Context: an optimization exercise on an open-source flow, tuned for small area. The choices shown serve that exercise and are no tape-out recipe. Function was checked by simulation only, so behaviour that the tests miss may differ from the original. No activity file was given, so power comes from the tool's default toggle rates.

==> garnet <==
Design nerv, start of the top module:
module nerv #(
	parameter [31:0] RESET_ADDR = 32'h 0000_0000,
	parameter integer NUMREGS = 32
) (
	input clock,
	input reset,
	output trap,
	output logic [31:0] x10,
	output [31:0] imem_addr,
	input  [31:0] imem_data,
	output        dmem_valid,
	output [31:0] dmem_addr,
	output [ 3:0] dmem_wstrb,
	output [31:0] dmem_wdata,
	input  [31:0] dmem_rdata
);
	localparam OPCODE_LOAD   = 7'b 00_000_11;
	localparam OPCODE_STORE  = 7'b 01_000_11;
	localparam OPCODE_BRANCH = 7'b 11_000_11;
	localparam OPCODE_JALR   = 7'b 11_001_11;
	localparam OPCODE_JAL    = 7'b 11_011_11;
	localparam OPCODE_OP_IMM = 7'b 00_100_11;
	localparam OPCODE_OP     = 7'b 01_100_11;
	localparam OPCODE_AUIPC  = 7'b 00_101_11;
	localparam OPCODE_LUI    = 7'b 01_101_11;
	logic        reset_q;
	logic        trapped;
	logic [31:2] pc;           
	logic [31:2] ppc;          
	logic [31:2] imem_addr_q;
	logic [31:0] insn_q;       
	logic [31:0] rs1_value_q;
	logic [31:0] rs2_value_q;
	logic        load_freeze;
	logic        mem_rd_enable_q;
	logic [4:0]  mem_rd_reg_q;
	logic [4:0]  mem_rd_func_q;
	logic [31:0] regfile [1:31];
	wire running = !trapped && !reset && !reset_q;
	wire in_reset = reset || reset_q;
	assign trap = trapped;
	wire [31:0] insn = imem_data;
	wire [6:0] f_opcode = insn[6:0];
	wire [4:0] f_rs1 = insn[19:15];
	wire [4:0] f_rs2 = insn[24:20];
	wire [6:0] opcode_q = insn_q[6:0];
	wire [4:0] rd_q     = insn_q[11:7];
	wire [2:0] funct3_q = insn_q[14:12];
	wire [6:0] funct7_q = insn_q[31:25];
	wire q_lui    = opcode_q == OPCODE_LUI;
	wire q_auipc  = opcode_q == OPCODE_AUIPC;
	wire q_jal    = opcode_q == OPCODE_JAL;
	wire q_jalr   = opcode_q == OPCODE_JALR;
	wire q_branch = opcode_q == OPCODE_BRANCH;
	wire q_load   = opcode_q == OPCODE_LOAD;
	wire q_store  = opcode_q == OPCODE_STORE;
	wire q_opimm  = opcode_q == OPCODE_OP_IMM;
	wire q_op     = opcode_q == OPCODE_OP;
	wire q_nowrite = q_branch || q_store;
	wire hz1 = rd_q != 0 && rd_q == f_rs1 && !q_nowrite;
	wire hz2 = rd_q != 0 && rd_q == f_rs2 && !q_nowrite;
	wire f_store = f_opcode == OPCODE_STORE;
	wire f_lj    = f_opcode == OPCODE_LOAD || f_opcode == OPCODE_JALR;
	wire f_rr    = f_opcode == OPCODE_OP || f_opcode == OPCODE_BRANCH;
	wire f_ri    = f_opcode == OPCODE_OP_IMM;
  ...
export LEC_CHECK = 0
export CAP_MARGIN = 20
export CORE_MARGIN = 2
export CORE_UTILIZATION = 40
export SLEW_MARGIN = 20
create_clock -name core_clock -period 10.0 [get_ports {clock}]
run.sh (not shown) runs the stock make flow with config.mk's settings and CLKGATE_MAP_FILE= SYNTH_SCRIPT=/design/flow/synth_recipe.tcl, a recipe that flattens the netlist after the stock synthesis.
==> inputs of nickel, as changes to garnet <==
--- a/flow/design.v
+++ b/flow/design.v
@@ -23,15 +23,14 @@
 	localparam OPCODE_OP     = 7'b 01_100_11;
 	localparam OPCODE_AUIPC  = 7'b 00_101_11;
 	localparam OPCODE_LUI    = 7'b 01_101_11;
 	logic        reset_q;
 	logic        trapped;
 	logic [31:2] pc;           
 	logic [31:2] ppc;          
-	logic [31:2] imem_addr_q;
 	logic [31:0] insn_q;       
 	logic [31:0] rs1_value_q;
 	logic [31:0] rs2_value_q;
 	logic        load_freeze;
 	logic        mem_rd_enable_q;
 	logic [4:0]  mem_rd_reg_q;
 	logic [4:0]  mem_rd_func_q;
@@ -68,43 +67,49 @@
 	wire Bsrc = f_rr && hz2 && !mem_rd_enable_q;
 	wire [31:0] imm_i = {{20{insn_q[31]}}, insn_q[31:20]};
 	wire [31:0] imm_s = {{20{insn_q[31]}}, insn_q[31:25], insn_q[11:7]};
 	wire [31:2] imm_b = {{20{insn_q[31]}}, insn_q[7], insn_q[30:25], insn_q[11:9]};
 	wire        imm_b1 = insn_q[8];
 	wire [31:2] imm_j = {{12{insn_q[31]}}, insn_q[19:12], insn_q[20], insn_q[30:22]};
 	wire        imm_j1 = insn_q[21];
-	wire use_rs2 = q_op || q_branch;
-	wire [31:0] op2 = use_rs2 ? rs2_value_q : q_store ? imm_s : imm_i;
-	wire is_sub = q_branch || ((q_op || q_opimm) && funct3_q[2:1] == 2'b01) ||
-	              (q_op && funct3_q == 3'b000 && funct7_q[5]);
+	logic use_rs2_q, use_imm_s_q, is_sub_q;
+	wire [31:0] op2 = use_rs2_q ? rs2_value_q : use_imm_s_q ? imm_s : imm_i;
+	wire is_sub = is_sub_q;
 	wire [32:0] sum = {1'b0, rs1_value_q} + {1'b0, op2 ^ {32{is_sub}}} + {32'b0, is_sub};
 	wire [31:0] add_res = sum[31:0];
 	wire ltu = !sum[32];
 	wire lt  = (rs1_value_q[31] != op2[31]) ? rs1_value_q[31] : sum[31];
-	wire eq  = add_res == 32'b0;
+	wire [31:0] xor_res = rs1_value_q ^ op2;
+	wire eq  = (rs1_value_q ^ rs2_value_q) == 32'b0;
 	wire [4:0] shamt = q_op ? rs2_value_q[4:0] : insn_q[24:20];
 	wire sh_left = !funct3_q[2];
-	logic [31:0] sh_in, sh_out, sh_res;
+	wire sh_fill = funct7_q[5] && !sh_left && rs1_value_q[31];
+	logic [31:0] sh_in, sh_out, sh_rev;
 	always_comb begin
 		for (int k = 0; k < 32; k++)
 			sh_in[k] = sh_left ? rs1_value_q[31-k] : rs1_value_q[k];
-		sh_out = $signed({funct7_q[5] && !sh_left && rs1_value_q[31], sh_in}) >>> shamt;
+		sh_out = sh_in;
+		if (shamt[0]) sh_out = {{ 1{sh_fill}}, sh_out[31:1]};
+		if (shamt[1]) sh_out = {{ 2{sh_fill}}, sh_out[31:2]};
+		if (shamt[2]) sh_out = {{ 4{sh_fill}}, sh_out[31:4]};
+		if (shamt[3]) sh_out = {{ 8{sh_fill}}, sh_out[31:8]};
+		if (shamt[4]) sh_out = {{16{sh_fill}}, sh_out[31:16]};
 		for (int k = 0; k < 32; k++)
-			sh_res[k] = sh_left ? sh_out[31-k] : sh_out[k];
+			sh_rev[k] = sh_out[31-k];
 	end
 	logic alu_valid;
 	logic [31:0] alu_res;
 	always_comb begin
 		case (funct3_q)
 			3'b000: alu_res = add_res;
-			3'b001: alu_res = sh_res;
+			3'b001: alu_res = sh_rev;
 			3'b010: alu_res = {31'b0, lt};
 			3'b011: alu_res = {31'b0, ltu};
-			3'b100: alu_res = rs1_value_q ^ op2;
-			3'b101: alu_res = sh_res;
+			3'b100: alu_res = xor_res;
+			3'b101: alu_res = sh_out;
 			3'b110: alu_res = rs1_value_q | op2;
 			3'b111: alu_res = rs1_value_q & op2;
 		endcase
 		if (q_op)
 			alu_valid = funct7_q == 7'b0000000 ||
 			            (funct7_q == 7'b0100000 && (funct3_q == 3'b000 || funct3_q == 3'b101));
 		else
@@ -191,15 +196,15 @@
 		else if (q_jump)
 			npc = jump_tgt;
 		else if (stall && (q_op || q_opimm))
 			npc = pc;
 		else
 			npc = pc_inc;
 	end
-	assign imem_addr = {(trapped || mem_rd_enable) ? imem_addr_q : npc, 2'b00};
+	assign imem_addr = {(trapped || mem_rd_enable) ? pc : npc, 2'b00};
 	assign dmem_valid = mem_rd_enable || mem_wr_enable;
 	assign dmem_addr  = {add_res[31:2], 2'b00};
 	logic [3:0] wstrb;
 	always_comb begin
 		case (funct3_q[1:0])
 			2'b00: wstrb = 4'b0001 << add_res[1:0];
 			2'b01: wstrb = add_res[1] ? 4'b1100 : 4'b0011;
@@ -222,50 +227,97 @@
 			3'b000: mem_rdata = {{24{b[7]}}, b};
 			3'b001: mem_rdata = {{16{h[15]}}, h};
 			3'b100: mem_rdata = {24'b0, b};
 			3'b101: mem_rdata = {16'b0, h};
 			default: mem_rdata = dmem_rdata;
 		endcase
 	end
-	wire [31:0] fwd = q_load ? mem_rdata : next_rd;
-	logic [31:0] rs1_rd, rs2_rd;
-	always_comb begin
-		rs1_rd = {32{Asrc}} & fwd;
-		rs2_rd = {32{Bsrc}} & fwd;
-		for (int i = 1; i < 32; i++) begin
-			rs1_rd = rs1_rd | ({32{!Asrc && f_rs1 == i}} & regfile[i]);
-			rs2_rd = rs2_rd | ({32{!Bsrc && f_rs2 == i}} & regfile[i]);
-		end
-	end
+	wire [31:0] fwd = (q_load || mem_rd_enable_q) ? mem_rdata : next_rd;
+	wire [31:0] sel1, sel2;
+	wire [32*32-1:0] rdv;
+	assign sel1[0] = Asrc;
+	assign sel2[0] = Bsrc;
+	assign rdv[31:0] = fwd;
+	for (genvar i = 1; i < 32; i++) begin : g_sel
+		assign sel1[i] = !Asrc && f_rs1 == i;
+		assign sel2[i] = !Bsrc && f_rs2 == i;
+		assign rdv[32*i +: 32] = regfile[i];
+	end
+	wire [31:0] rs1_rd, rs2_rd;
+	nerv_rdport rp1 (.sel(sel1), .d(rdv), .q(rs1_rd));
+	nerv_rdport rp2 (.sel(sel2), .d(rdv), .q(rs2_rd));
 	wire bubble = (stall || kill) && !in_reset;
+	wire [31:0] insn_next = bubble ? 32'h 00000013 : insn;
+	wire [6:0] n_opcode = insn_next[6:0];
+	wire [2:0] n_funct3 = insn_next[14:12];
 	wire        rf_we    = running && (mem_rd_enable_q || next_wr);
 	wire [4:0]  rf_waddr = mem_rd_enable_q ? mem_rd_reg_q : rd_q;
-	wire [31:0] rf_wdata = mem_rd_enable_q ? mem_rdata : next_rd;
+	wire [31:0] rf_wdata = fwd;
 	always @(posedge clock) begin
 		for (int i = 1; i < 32; i++)
 			if (rf_we && rf_waddr == i)
 				regfile[i] <= rf_wdata;
 	end
 	always @(posedge clock) begin
 		reset_q <= reset;
-		imem_addr_q <= imem_addr[31:2];
 		rs1_value_q <= rs1_rd;
 		rs2_value_q <= rs2_rd;
 		mem_rd_reg_q <= rd_q;
 		mem_rd_func_q <= mem_rd ? {add_res[1:0], funct3_q} : 5'b0;
 		mem_rd_enable_q <= mem_rd_enable;
 		load_freeze <= !load_freeze && f_opcode == OPCODE_LOAD;
 		ppc <= pc;
-		insn_q <= bubble ? 32'h 00000013 : insn;
+		insn_q <= insn_next;
+		use_rs2_q <= n_opcode == OPCODE_OP || n_opcode == OPCODE_BRANCH;
+		use_imm_s_q <= n_opcode == OPCODE_STORE;
+		is_sub_q <= n_opcode == OPCODE_BRANCH ||
+		            ((n_opcode == OPCODE_OP || n_opcode == OPCODE_OP_IMM) && n_funct3[2:1] == 2'b01) ||
+		            (n_opcode == OPCODE_OP && n_funct3 == 3'b000 && insn_next[30]);
 		if (running) begin
 			if (illinsn && !mem_rd_enable_q)
 				trapped <= 1'b1;
-			if (!stall)
+			if (!stall || (illinsn && !mem_rd_enable_q))
 				pc <= npc;
 			x10 <= regfile[10];
 		end
 		if (in_reset) begin
 			pc <= reset ? RESET_ADDR[31:2] - 30'd1 : RESET_ADDR[31:2];
 			trapped <= 1'b0;
 		end
 	end
 endmodule
+module nerv_rdport (
+	input  [31:0] sel,
+	input  [32*32-1:0] d,
+	output [31:0] q
+);
+	wire [32*11-1:0] n;
+	for (genvar g = 0; g < 10; g++) begin : g_aoi
+		nerv_aoi3 u (.s0(sel[3*g]), .s1(sel[3*g+1]), .s2(sel[3*g+2]),
+		             .d0(d[32*(3*g) +: 32]), .d1(d[32*(3*g+1) +: 32]), .d2(d[32*(3*g+2) +: 32]),
+		             .y_n(n[32*g +: 32]));
+	end
+	nerv_aoi2 u10 (.s0(sel[30]), .s1(sel[31]), .d0(d[32*30 +: 32]), .d1(d[32*31 +: 32]),
+	               .y_n(n[32*10 +: 32]));
+	nerv_nand11 uo (.n(n), .y(q));
+endmodule
+module nerv_aoi3 (
+	input s0, s1, s2,
+	input [31:0] d0, d1, d2,
+	output [31:0] y_n
+);
+	assign y_n = ~(({32{s0}} & d0) | ({32{s1}} & d1) | ({32{s2}} & d2));
+endmodule
+module nerv_aoi2 (
+	input s0, s1,
+	input [31:0] d0, d1,
+	output [31:0] y_n
+);
+	assign y_n = ~(({32{s0}} & d0) | ({32{s1}} & d1));
+endmodule
+module nerv_nand11 (
+	input [32*11-1:0] n,
+	output [31:0] y
+);
+	assign y = ~(n[0+:32] & n[32+:32] & n[64+:32] & n[96+:32] & n[128+:32] & n[160+:32] &
+	             n[192+:32] & n[224+:32] & n[256+:32] & n[288+:32] & n[320+:32]);
+endmodule
- SYNTH_HIERARCHICAL: default -> 1
==> summary of the runs <==
Of garnet and nickel, garnet has the higher sequential power (gap about 3%, measured against nickel).
Between nickel and garnet, the lower maximum frequency is in garnet (gap about 3.5%, measured against garnet).
Clock skew: garnet is higher than nickel (6.2 ps).
Between nickel and garnet, the lower via count is in nickel (gap 12%, measured against garnet).
Against nickel, the wire length of garnet is higher by about 20%.
Against nickel, the cell count of garnet is higher by about 7.5%.
In nickel the area after synthesis is smaller than in garnet, by about 2.2%.
==> figures <==
|  | nickel | garnet |
|---|---|---|
| Run status | timing/DRC/antenna clean | timing/DRC/antenna clean |
| Utilization of the core after routing | 0.4592 | 0.4719 |
| Routability congestion estimate from global placement | 1.042 | 1.075 |
| Die area | 156500 um2 | 160000 um2 |
| Area of all placed cells without fillers | 69830 um2 | 73630 um2 |
| Number of warnings printed during yosys synthesis | 8 | 2 |
| Reg-to-reg startpoint | insn_q[4] | insn_q[0] |
| Cell variety after synth | 101 | 92 |
| Relative contribution of the clock network to total power | 0.374 | 0.393 |
| Ratio of final minimum period to clock period | 0.9378 | 0.9704 |
| Power in combinational cells | 0.00231 W | 0.00242 W |
| Setup crit start | use_imm_s_q | insn_q[0] |
| Post-placement worst setup slack | 1673 ps | 503.8 ps |
| P_seq | 0.00562 W | 0.00579 W |
| Logic depth of the worst setup path including buffers | 15 | 25 |
| Post-synthesis compound-gate area fraction | 0.2030 | 0.2175 |

afterwards: timing with drivers on the ports:
In the flow no input, the clock included, has a driving cell. The finished layouts below were timed again as built, in two steps.
Step 1 assumes that a clkbuf_16 drives the clock port and a buf_2 every other input.
Step 2, shift: input delay + t, output delay - t, t = (earliest + latest rising clock arrival at the registers) / 2. This alone moves slack from input paths to output paths.
a / b / c = ideal ports / drivers / drivers and shift; a / b = the first two.
| run | t, ns | setup slack, ns | pins driven straight from the clock port |
|---|---|---|---|
| garnet | 0.882 | 0.296 / 0.211 / 0.983 | 1 |
| nickel | 0.871 | 0.622 / 0.535 / 1.406 | 1 |
After both steps every run listed still meets setup and hold.
